From an optimization exercise on the open Yosys and OpenROAD flow, aimed at small area, a short achievable clock period and few clock cycles per item; shortcuts taken in it are not production practice. Only simulation tests tie the RTL to the original design; equivalence was not proved.

==> flow/design.v (excerpt) <==
module layer #(
    parameter integer WIDTH     = 16,
    parameter integer ACC_WIDTH = 22
)(
    input  logic              clk,
    input  logic              rst_n,
    input  logic              start,
    input  logic signed [WIDTH-1:0] x_in,
    output logic              ready,
    output logic              debug_bit,
    output logic signed [WIDTH-1:0]     y_out,
    output logic signed [ACC_WIDTH-1:0] acc_out
);
    logic        active;
    logic [3:0]  cnt;
    always_ff @(posedge clk or negedge rst_n) begin
        if (!rst_n) begin
            active <= 1'b0;
            cnt    <= 4'd0;
        end else if (start) begin
            active <= 1'b1;
            cnt    <= 4'd1;
        end else if (active) begin
            cnt <= cnt + 4'd1;
            if (cnt == 4'd15) active <= 1'b0;
        end
    end
    logic v0, v1, v2, v3, v4, v5, lst6, lst7;
    logic [3:0] i0, i1, i2, i3, i4;
    always_ff @(posedge clk or negedge rst_n) begin
        if (!rst_n) begin
            v0 <= 1'b0; v1 <= 1'b0; v2 <= 1'b0; v3 <= 1'b0;
            v4 <= 1'b0; v5 <= 1'b0;
            lst6 <= 1'b0; lst7 <= 1'b0; ready <= 1'b0;
        end else begin
            v0 <= start | active;
            v1 <= v0;
            v2 <= v1;
            v3 <= v2;
            v4 <= v3;
            v5 <= v4;
            lst6  <= v4 && i4 == 4'd15;
            lst7  <= lst6;
            ready <= lst7;
        end
    end
  logic [14:0] dig_c;
  always_comb begin
    case (cnt)
      4'd0: dig_c = 15'h48d8;
      4'd1: dig_c = 15'h689b;
      4'd2: dig_c = 15'h5114;
      4'd3: dig_c = 15'h543e;
      4'd4: dig_c = 15'h4a8a;
      4'd5: dig_c = 15'h5455;
      4'd6: dig_c = 15'h6d17;
      4'd7: dig_c = 15'h5d36;
      4'd8: dig_c = 15'h280e;
      4'd9: dig_c = 15'h6555;
      4'd10: dig_c = 15'h1954;
      4'd11: dig_c = 15'h6499;
      4'd12: dig_c = 15'h301d;
  ...
For scale: ~2,300 cells after synthesis.
Settings: LEC_CHECK=0, CAP_MARGIN=20, CORE_MARGIN=2, CORE_UTILIZATION=40, CTS_BUF_LIST=sky130_fd_sc_hd__clkbuf_4 sky130_fd_sc_hd__clkbuf_8, SLEW_MARGIN=20, SYNTH_HIERARCHICAL=1, SYNTH_MINIMUM_KEEP_SIZE=0; clock period 10.0 ns.
standard.sh (not shown) runs the stock make flow with config.mk's settings and CLKGATE_MAP_FILE= SYNTH_SCRIPT=/design/flow/synth_recipe.tcl, a recipe that flattens the netlist after the stock synthesis.
==> flow/flow/run.sh <==
#!/bin/bash
# The standard layout (the standard.sh), in three parts:
#  1. the standard synthesis;
#  3. the rest of the standard flow, with timing repair aimed at a setup
#     slack margin of 6.9 ns and free to resize cells across footprints, so
#     that it buffers and sizes up what the critical paths need, and with
#     every input and output port buffered by a plain buf_2 (the standard
#     flow's port buffers here are delay cells). The SDC, clock period and
#     I/O constraints are unchanged.
set -euo pipefail
bash standard.sh synth > synth.log 2>&1
openroad -no_init -exit flow/presize.tcl > presize.log 2>&1
bash standard.sh SETUP_SLACK_MARGIN=6.9 MATCH_CELL_FOOTPRINT=0 \
  "BUFFER_PORTS_ARGS=-buffer_cell sky130_fd_sc_hd__buf_2" finish > standard.log 2>&1
==> flow/flow/presize.tcl <==
# After the standard synthesis, before the standard floorplan:
#  - take out the buffers ABC put in (the layout's repair buffers what it needs);
#  - give flip-flops that drive many loads a stronger drive (same cell type,
#    dfxtp_1 -> dfxtp_2 or dfxtp_4).
set odb orfs/results/sky130hd/layer/base/1_synth.odb
read_db $odb
read_liberty $::env(FLOW_HOME)/platforms/sky130hd/lib/sky130_fd_sc_hd__tt_025C_1v80.lib
remove_buffers
set db [ord::get_db]
set block [ord::get_db_block]
set aoi1 [$db findMaster sky130_fd_sc_hd__a22oi_1]
set ff2 [$db findMaster sky130_fd_sc_hd__dfxtp_2]
set ff4 [$db findMaster sky130_fd_sc_hd__dfxtp_4]
set n 0
set f2 0
set f4 0
foreach inst [$block getInsts] {
  set m [[$inst getMaster] getName]
  if {$m eq "sky130_fd_sc_hd__a22oi_2"} {
    $inst swapMaster $aoi1
    incr n
  } elseif {$m eq "sky130_fd_sc_hd__dfxtp_1"} {
    set q [$inst findITerm Q]
    set net [$q getNet]
    if {$net eq "NULL"} { continue }
    set loads [expr {[llength [$net getITerms]] - 1 + [llength [$net getBTerms]]}]
    if {$loads >= 12} {
      $inst swapMaster $ff4
      incr f4
    } elseif {$loads >= 6} {
      $inst swapMaster $ff2
      incr f2
    }
  }
}
puts "a22oi_2 -> a22oi_1: $n; dfxtp_1 -> dfxtp_2: $f2, -> dfxtp_4: $f4"
write_db $odb
The baseline passed the timing, DRC and antenna checks.
Testbench counts at the start, summed over its fixed seeds: cycles 8,840, items 384.
Next try:
CTS_BUF_LIST = sky130_fd_sc_hd__clkbuf_16   (was sky130_fd_sc_hd__clkbuf_4 sky130_fd_sc_hd__clkbuf_8)
CTS_CLUSTER_DIAMETER = 150   (was default)
CTS_CLUSTER_SIZE = 30   (was default)
The new run completed with no timing, DRC or antenna violations.
Wire length fell by 1.9%.
Critical path depth rose by 11.
Synthesized area does not change.
Cell count fell by 2.8%.
Sequential cell count does not change.
First-iteration DRC count rose by 2.9%.

---

== run 1 ==
Starting RTL as in the previous note.
Design layer, start of the top module:
module layer #(
    parameter integer WIDTH     = 16,
    parameter integer ACC_WIDTH = 22
)(
    input  logic              clk,
    input  logic              rst_n,
    input  logic              start,
    input  logic signed [WIDTH-1:0] x_in,
    output logic              ready,
    output logic              debug_bit,
    output logic signed [WIDTH-1:0]     y_out,
    output logic signed [ACC_WIDTH-1:0] acc_out
);
export LEC_CHECK = 0
export CAP_MARGIN = 20
export CORE_MARGIN = 2
export CORE_UTILIZATION = 40
export CTS_BUF_LIST = sky130_fd_sc_hd__clkbuf_16
export CTS_CLUSTER_DIAMETER = 80
export CTS_CLUSTER_SIZE = 24
export SLEW_MARGIN = 20
export SYNTH_HIERARCHICAL = 1
export SYNTH_MINIMUM_KEEP_SIZE = 0
create_clock -name core_clock -period 10.0 [get_ports {clk}]
Scripts as last shown in full above: flow/flow/run.sh, flow/flow/presize.tcl
The final layout from run 1, which completed every stage, passed the timing, DRC and antenna checks at the end of the flow.
Testbench counts of run 1, summed over its fixed seeds: cycles 8,840, items 384.
For run 2, these inputs were changed with respect to run 1:
Settings: a change of CTS_CLUSTER_SIZE from 24 to 20; a change of CTS_CLUSTER_DIAMETER from 80 to 120.
diff --git a/flow/flow/presize.tcl b/flow/flow/presize.tcl
--- a/flow/flow/presize.tcl
+++ b/flow/flow/presize.tcl
@@ -25,8 +25,8 @@
     if {$net eq "NULL"} { continue }
     set loads [expr {[llength [$net getITerms]] - 1 + [llength [$net getBTerms]]}]
-    if {$loads >= 12} {
+    if {$loads >= 16} {
       $inst swapMaster $ff4
       incr f4
-    } elseif {$loads >= 6} {
+    } elseif {$loads >= 1000} {
       $inst swapMaster $ff2
       incr f2
Diff run 1 -> run 2: clock buffer and inverter area fraction after layout went down by 1.0 points; clock skew went down by 0.020 ns.
Run 1 reports its type of the worst setup path as reg2out while run 2 reports reg2reg.
Run 2: clock period minus final worst setup slack 0.056 ns above run 1
Here is what was changed in the inputs of run 3 compared with run 2.
diff --git a/flow/flow/presize.tcl b/flow/flow/presize.tcl
--- a/flow/flow/presize.tcl
+++ b/flow/flow/presize.tcl
@@ -25,8 +25,8 @@
     if {$net eq "NULL"} { continue }
     set loads [expr {[llength [$net getITerms]] - 1 + [llength [$net getBTerms]]}]
-    if {$loads >= 16} {
+    if {$loads >= 12} {
       $inst swapMaster $ff4
       incr f4
-    } elseif {$loads >= 1000} {
+    } elseif {$loads >= 6} {
       $inst swapMaster $ff2
       incr f2
Run 3: flow completed, timing, DRC and antenna clean
Total area of sequential cells is higher on run 3
Compared with run 2, run 3 shows average cell area after synthesis higher by about 0.5%.
Compared to run 2, run 3 shows a wider setup margin.
For routed wire length, run 3 and run 2 come out practically identical.
Looking at cell area after layout, run 3 sits 0.76% above run 2.
Between run 3 and run 2, the global-route usage does not differ in any meaningful way.
Changes observed in run 3 relative to run 2: ratio of final minimum period to clock period -0.51 points; worst slew margin relative to its limit picked up an extra 0.64 points.
Here is what was changed in the inputs of run 4 compared with run 3.
diff --git a/flow/flow/presize.tcl b/flow/flow/presize.tcl
--- a/flow/flow/presize.tcl
+++ b/flow/flow/presize.tcl
@@ -25,8 +25,8 @@
     if {$net eq "NULL"} { continue }
     set loads [expr {[llength [$net getITerms]] - 1 + [llength [$net getBTerms]]}]
-    if {$loads >= 12} {
+    if {$loads >= 1000} {
       $inst swapMaster $ff4
       incr f4
-    } elseif {$loads >= 6} {
+    } elseif {$loads >= 1000} {
       $inst swapMaster $ff2
       incr f2
- Comparing run 4 with run 3, the area of the multi-input gates came out essentially unchanged.
- Status: sequential portion of the cell area parity (run 3, run 4)
- In terms of remaining antenna violation count after routing, run 4 and run 3 differ only marginally.
- Run 4 against run 3: final area lost about 1.9%; total routed wirelength lost about 1.4%; number of well taps has decreased; post-place instance area went down by 1.4%.
- Run 4 vs run 3, data arrival time of the worst path went up by 0.09 ns.

---

Another version of the RTL of layer (not shown whole).
Size in the first run: roughly 2300 cells after synthesis, roughly 26000 µm² of cells after synthesis.
==> flow/design.v (excerpt) <==
module layer #(
    parameter integer WIDTH     = 16,
    parameter integer ACC_WIDTH = 22
)(
    input  logic              clk,
    input  logic              rst_n,
    input  logic              start,
    input  logic signed [WIDTH-1:0] x_in,
    output logic              ready,
    output logic              debug_bit,
    output logic signed [WIDTH-1:0]     y_out,
    output logic signed [ACC_WIDTH-1:0] acc_out
);
==> flow/config.mk <==
export PLATFORM = sky130hd
export DESIGN_NAME = layer
export DESIGN_NICKNAME = layer
export VERILOG_FILES = /design/flow/design.v
export SDC_FILE = /design/flow/constraint.sdc
export NUM_CORES = 4
export LEC_CHECK = 0
export CAP_MARGIN = 20
export CORE_MARGIN = 2
export CORE_UTILIZATION = 40
export CTS_BUF_LIST = sky130_fd_sc_hd__clkbuf_4 sky130_fd_sc_hd__clkbuf_8
export SLEW_MARGIN = 20
export SYNTH_HIERARCHICAL = 1
export SYNTH_MINIMUM_KEEP_SIZE = 0
==> flow/constraint.sdc <==
create_clock -name core_clock -period 10.0 [get_ports {clk}]
set_input_delay 2.0000 -clock core_clock [delete_from_list [all_inputs] [get_ports {clk}]]
set_output_delay 2.0000 -clock core_clock [all_outputs]
set_load 0.01 [all_outputs]
==> flow/flow/run.sh <==
#!/bin/bash
# The standard layout (the standard.sh), in three parts:
#  1. the standard synthesis;
#  3. the rest of the standard flow, with timing repair aimed at a setup
#     slack margin of 6.6 ns and free to resize cells across footprints, so
#     that it buffers and sizes up what the critical paths need. The SDC,
#     clock period and I/O constraints are unchanged.
set -euo pipefail
bash standard.sh synth > synth.log 2>&1
openroad -no_init -exit flow/presize.tcl > presize.log 2>&1
bash standard.sh SETUP_SLACK_MARGIN=6.6 MATCH_CELL_FOOTPRINT=0 finish > standard.log 2>&1
==> flow/flow/presize.tcl <==
# After the standard synthesis, before the standard floorplan:
#  - take out the buffers ABC put in (the layout's repair buffers what it needs);
#  - give flip-flops that drive many loads a stronger drive (same cell type,
#    dfxtp_1 -> dfxtp_2 or dfxtp_4).
set odb orfs/results/sky130hd/layer/base/1_synth.odb
read_db $odb
read_liberty $::env(FLOW_HOME)/platforms/sky130hd/lib/sky130_fd_sc_hd__tt_025C_1v80.lib
remove_buffers
set db [ord::get_db]
set block [ord::get_db_block]
set aoi1 [$db findMaster sky130_fd_sc_hd__a22oi_1]
set ff2 [$db findMaster sky130_fd_sc_hd__dfxtp_2]
set ff4 [$db findMaster sky130_fd_sc_hd__dfxtp_4]
set n 0
set f2 0
set f4 0
foreach inst [$block getInsts] {
  set m [[$inst getMaster] getName]
  if {$m eq "sky130_fd_sc_hd__a22oi_2"} {
    $inst swapMaster $aoi1
    incr n
  } elseif {$m eq "sky130_fd_sc_hd__dfxtp_1"} {
    set q [$inst findITerm Q]
    set net [$q getNet]
    if {$net eq "NULL"} { continue }
    set loads [expr {[llength [$net getITerms]] - 1 + [llength [$net getBTerms]]}]
    if {$loads >= 12} {
      $inst swapMaster $ff4
      incr f4
    } elseif {$loads >= 6} {
      $inst swapMaster $ff2
      incr f2
    }
  }
}
puts "a22oi_2 -> a22oi_1: $n; dfxtp_1 -> dfxtp_2: $f2, -> dfxtp_4: $f4"
write_db $odb
Testbench counts at the start, summed over its fixed seeds: cycles 8,840, items 384.
Then changed:
==> flow/flow/run.sh (replaced) <==
#!/bin/bash
# The standard layout (the standard.sh), in three parts:
#  1. the standard synthesis;
#  3. the rest of the standard flow, with timing repair aimed at a setup
#     slack margin of 6.8 ns and free to resize cells across footprints, so
#     that it buffers and sizes up what the critical paths need. The SDC,
#     clock period and I/O constraints are unchanged.
set -euo pipefail
bash standard.sh synth > synth.log 2>&1
openroad -no_init -exit flow/presize.tcl > presize.log 2>&1
bash standard.sh SETUP_SLACK_MARGIN=6.8 MATCH_CELL_FOOTPRINT=0 finish > standard.log 2>&1
- The new run completed with no timing, DRC or antenna violations
- sequential share of layout area hardly moves
- cell area stays flat
- sequential cell count does not change
- global-route usage increases by 0.17 points

==> static timing again, ports no longer ideal <==
Ports are ideal in the flow. The routed layouts listed here were re-timed in OpenROAD.
Step 1: set_driving_cell puts a clkbuf_16 on clk and a buf_2 on each other input, an assumption about the parent block.
Step 2, shift: input delay + t, output delay - t, t = (earliest + latest rising clock arrival at the registers) / 2. This alone moves slack from input paths to output paths.
a / b / c = no drivers / after step 1 / after step 2; a / b = the first two.
| run | t (ns) | setup WS [ns] | pins driven straight from the clock port |
|---|---|---|---|
| the first run of note 1 | 0.700 | 6.858 / 6.804 / 6.816 | 1 |
| the second run of note 1 | 0.589 | 6.901 / 6.901 / 6.798 | 1 |
| run 1 | 0.639 | 6.903 / 6.846 / 6.846 | 1 |
| run 2 | 0.615 | 6.847 / 6.847 / 6.788 | 1 |
| run 3 | 0.628 | 6.899 / 6.861 / 6.832 | 1 |
| run 4 | 0.613 | 6.812 / 6.812 / 6.812 | 1 |
| the first run of note 3 | 0.705 | 6.746 / 6.746 / 6.306 | 1 |
| the second run of note 3 | 0.705 | 6.869 / 6.816 / 6.366 | 1 |
After both steps setup and hold are still met in every run listed. For the second run of note 3, which loses most, drivers alone change the setup slack by -0.053 ns; drivers and shift together by -0.503 ns.
